Source: an optimization exercise on an open RTL-to-GDS flow (aim: small area, a short achievable clock period and few clock cycles). Production flows keep margins and buffers that such runs may drop.
RTL that was checked went through simulation tests only; none was proved equivalent to the original.
Power figures rest on the tool's default switching activity, not on a simulated workload.

== run 1 ==
==> flow/design.v (excerpt) <==
module interpolation (
    input           clk,
    input           RST,
    input           START,
    input   [5:0]   H0,
    input   [5:0]   V0,
    input   [3:0]   SW,
    input   [3:0]   SH,
    output          REN,
    input   [7:0]   R_DATA,
    output  [11:0]  ADDR,
    output  [7:0]   O_DATA,
    output          O_VALID
);
assign REN = 1'b0;
reg [5:0] h0;
reg [3:0] sw, sh;            
reg [5:0] rrow;              
reg [3:0] ryf;               
reg [3:0] rc;                
reg       rsub;              
reg [11:0] addr;
reg        a_vld, a_bot;     
reg [3:0]  a_yr;
reg        r_top, r_last;    
reg [7:0] T, B;
reg [3:0] c_yr;
reg       cfull;
reg [7:0] N;
reg       nv;
reg [1:0] cnt;               
reg        active, loaded;
reg [4:0]  oj, oi;
reg [3:0]  xq;                
reg [7:0]  vl, vu;
reg [7:0]  odata;
reg        ovalid;
assign ADDR = addr;
assign O_DATA = odata;
assign O_VALID = ovalid;
function [7:0] lerp;
    input [7:0] a, b;
    input [3:0] r;
    reg [11:0] s;
    begin
        s = {4'd0, a}
          + {4'd0, r[0] ? b : a}
          + {3'd0, r[1] ? b : a, 1'b0}
          + {2'd0, r[2] ? b : a, 2'b0}
          + {1'd0, r[3] ? b : a, 3'b0};
        lerp = s[11:4];
    end
endfunction
wire [7:0] vcol = lerp(T, B, c_yr);
wire       row_end = (oj == 5'd16);
wire [4:0] xdif = {1'b0, xq} - {1'b0, sw};
wire       pop_next = row_end | xdif[4];
wire       avail = nv | cfull;
wire       produce = active & loaded;
wire       want = active & (~loaded | (pop_next & ~(row_end & (oi == 5'd16))));
wire       take = want & avail;
wire [7:0] src = nv ? N : vcol;
wire       issue = rsub | (cnt != 2'd2) | take;
wire       col_done = rsub | (ryf == 4'd0);
wire [4:0] ysum = {1'b0, ryf} + {1'b0, sh};
always @(posedge clk) begin
    addr <= {rrow + {5'd0, rsub}, h0 + {2'd0, rc}};
    a_yr <= ryf;
    a_bot <= rsub;
    odata <= lerp(vu, vl, xq);
    if (r_top)
        T <= R_DATA;
    if (r_last)
        B <= R_DATA;
  ...
Size in the first run: roughly 660 cells after synthesis, roughly 120 flip-flops, about 53 I/O pins, about 7300 µm² of cells after synthesis.
Settings: LEC_CHECK=0, CAP_MARGIN=20, CORE_MARGIN=2, CORE_UTILIZATION=40, SLEW_MARGIN=20; clock period 32.0 ns.
run.sh (not shown) runs the stock make flow with config.mk's settings and CLKGATE_MAP_FILE= SYNTH_SCRIPT=/design/flow/synth_recipe.tcl, a recipe that flattens the netlist after the stock synthesis.
Testbench counts of run 1, summed over its fixed seeds: cycles 87,218.
Edits applied to the flow inputs when going from run 1 to run 2:
- putting CTS_CLUSTER_SIZE at 60 where nothing was set
- putting CTS_CLUSTER_DIAMETER at 200 where nothing was set
- putting CTS_BUF_LIST at sky130_fd_sc_hd__clkbuf_8 where nothing was set
==> summary.txt <==
- Changes observed in run 2 relative to run 1: number of buffer cells added on primary ports stayed essentially flat; met3 global-route usage +0.62 points.
- Summary of run 2 over run 1: routed wire length moved down, area of the die level.
Relative to run 2, the following input files were edited for run 3:
- a change of CTS_CLUSTER_SIZE from 60 to 100
- a change of CTS_CLUSTER_DIAMETER from 200 to 300
- a change of CTS_BUF_LIST from sky130_fd_sc_hd__clkbuf_8 to sky130_fd_sc_hd__clkbuf_16
Notes after the runs:
- Between run 3 and run 2, it is run 3 whose final critical path time including I/O delays and setup is lower, by 0.023 ns.
- Re proportion of power drawn by the clock network: run 2 and run 3 aren't equal, and the higher value belongs to run 3.
- On tightest hold margin, run 2 and run 3 are neck and neck.
Input-level comparison between run 4 and run 3:
- CTS_CLUSTER_DIAMETER removed (was 300)
- CTS_CLUSTER_SIZE removed (was 100)
- CTS_BUF_LIST changed from sky130_fd_sc_hd__clkbuf_16 to sky130_fd_sc_hd__clkbuf_8
Findings:
- [run 4 vs run 3] first-iteration DRC count: higher in run 4
- Count of clock-buffer cells in the layout sits higher in run 4 than in run 3.
- [compare] base=run 3 new=run 4: part of the cycle the worst path needs held steady; final instance area has decreased.
- Arithmetic-cell share of the synthesized area counting full adders, half adders and majority gates came out exactly the same in run 4 and run 3.
- Diff run 4..run 3 | worst hold slack after final layout | negligible
- As far as number of nets produced by synthesis goes, run 4 and run 3 are indistinguishable; the numbers are identical.
- Compare run 4 and run 3 | global routing met2 resource utilization higher: run 3
- In run 4 relative to run 3, overall power after layout had gone down by a few percent.
- On largest clock skew in the final design: between run 4 and run 3, it ends up lower for run 3.

job 9100:
interpolation, a different RTL version from the one above (not shown whole).
Size in the first run: ~630 cells after synthesis, about 53 I/O pins, about 0.0071 sq mm of cells after synthesis.
## interpolation
module interpolation (
    input           clk,
    input           RST,
    input           START,
    input   [5:0]   H0,
    input   [5:0]   V0,
    input   [3:0]   SW,
    input   [3:0]   SH,
    output          REN,
    input   [7:0]   R_DATA,
    output  [11:0]  ADDR,
    output  [7:0]   O_DATA,
    output          O_VALID
);
assign REN = 1'b0;
reg [5:0] h0;
reg [3:0] sw, sh;            
reg [5:0] rrow;              
reg [3:0] ryf;               
reg [3:0] rc;                
reg       rsub;              
reg [11:0] addr;
reg        a_vld, a_bot;     
reg [3:0]  a_yr;
reg        r_top, r_last;    
reg [7:0] T, B;
reg [3:0] c_yr;
reg       cfull;
reg [7:0] N;
reg       nv;
reg [1:0] cnt;               
reg        active, loaded;
reg [4:0]  oj, oi;            
reg [3:0]  xq;                
reg [7:0]  vl, vu;
reg [7:0]  odata;
reg        ovalid;
assign ADDR = addr;
assign O_DATA = odata;
assign O_VALID = ovalid;
function [7:0] lerp;
    input [7:0] a, b;
    input [3:0] r;
    reg [11:0] s;
    begin
        s = {4'd0, a}
          + {4'd0, r[0] ? b : a}
          + {3'd0, r[1] ? b : a, 1'b0}
          + {2'd0, r[2] ? b : a, 2'b0}
          + {1'd0, r[3] ? b : a, 3'b0};
        lerp = s[11:4];
    end
endfunction
wire [7:0] vcol = lerp(T, B, c_yr);
wire       row_end = (oj == 5'b11000);
wire [4:0] xdif = {1'b0, xq} - {1'b0, sw};
wire       pop_next = row_end | xdif[4];
wire       avail = nv | cfull;
wire       produce = active & loaded;
wire       want = active & (~loaded | (pop_next & ~(row_end & (oi == 5'b11000))));
  ...
clock: 32.0 ns
lec_check: 0
cap_margin: 20
core_margin: 2
core_utilization: 40
slew_margin: 75
standard.sh (not shown) runs the stock make flow with config.mk's settings and CLKGATE_MAP_FILE= SYNTH_SCRIPT=/design/flow/synth_recipe.tcl, a recipe that flattens the netlist after the stock synthesis.
==> flow/flow/run.sh <==
#!/bin/bash
# Standard ORFS flow with buf_2 port buffers and a clock tree of clkbuf_8
# cells. The make output goes to flow_make.log here; ORFS logs each tool
# under orfs/logs/.
set -euo pipefail
export BUFFER_PORTS_ARGS="-buffer_cell sky130_fd_sc_hd__buf_2"
export CTS_ARGS="-sink_clustering_enable -repair_clock_nets -buf_list sky130_fd_sc_hd__clkbuf_8"
bash standard.sh > flow_make.log 2>&1
Job 9100: PASS, flow complete, no timing, DRC or antenna violations
The inputs of job 7059 differ from those of job 9100 as listed below.
==> flow/flow/run.sh <==
#!/bin/bash
# Standard ORFS flow with chosen port buffers: buf_4 on the inputs (placed
# by the pre-global-placement hook), buf_2 on the outputs, and a clock tree
# of clkbuf_8 cells. The make output goes to flow_make.log here; ORFS logs
# each tool under orfs/logs/.
set -euo pipefail
here=$(pwd)
export PRE_GLOBAL_PLACE_TCL=$here/flow/pre_gpl.tcl
export BUFFER_PORTS_ARGS="-outputs -buffer_cell sky130_fd_sc_hd__buf_2"
export CTS_ARGS="-sink_clustering_enable -repair_clock_nets -buf_list sky130_fd_sc_hd__clkbuf_8"
bash standard.sh > flow_make.log 2>&1
==> flow/flow/pre_gpl.tcl (new file) <==
buffer_ports -inputs -buffer_cell sky130_fd_sc_hd__buf_4
--- a/flow/config.mk
+++ b/flow/config.mk
@@ -10,2 +10,2 @@
 export CORE_UTILIZATION = 40
-export SLEW_MARGIN = 75
+export SLEW_MARGIN = 20
Summary of the comparison: total routing usage reported by global routing is lower in job 7059, relative to job 9100.
The run showing the smaller sequential share of layout area is job 9100.
On final area: between job 9100 and job 7059, it ends up higher for job 9100.
Re global routing met2 resource utilization: job 9100 and job 7059 aren't equal, and the lower value belongs to job 7059.
Re count of filler cells inserted in the layout: job 9100 was lower than job 7059.
Job 9100 → job 7059: utilization lost 1.3 points, global-route wire length before repair has decreased, total length of routed wires moved down.
Job 7059 vs job 9100: share of the clock period used by the worst path after layout down
Per the comparison of job 7059 with job 9100, shortest clock period the worst path allows after layout now sits lower, worst path arrival time now smaller.
No functional check of the RTL was part of any run of this note.

afterwards: timing with drivers on the ports:
The results above use ideal ports. As a check the final layouts listed here were re-extracted and re-timed, cells and wires unchanged.
Step 1 sets driving cells, clkbuf_16 on the clock port and buf_2 on the other inputs (assumed; they add their load-dependent delay and slew).
Step 2, shift: input delay + t, output delay - t, t = (earliest + latest rising clock arrival at the registers) / 2. This alone moves slack from input paths to output paths.
Slacks: no drivers / after step 1 / after step 2; pairs: no drivers / after step 1.
run	shift t [ns]	setup WS [ns]	worst hold slack (ns)
run 1	0.450	24.338 / 24.300 / 24.392	0.396 / 0.396 / 0.396
run 2	0.469	24.313 / 24.276 / 24.384	0.397 / 0.397 / 0.397
run 3	0.451	24.336 / 24.297 / 24.388	0.397 / 0.397 / 0.397
run 4	0.469	24.313 / 24.276 / 24.384	0.397 / 0.397 / 0.397
job 9100	0.474	24.642 / 24.607 / 24.631	0.425 / 0.425 / 0.425
job 7059	0.484	24.692 / 24.607 / 24.123	0.430 / 0.430 / 0.430
After both steps every run listed still meets setup and hold. For job 7059, which loses most, drivers alone change the setup slack by -0.085 ns; drivers and shift together by -0.569 ns.
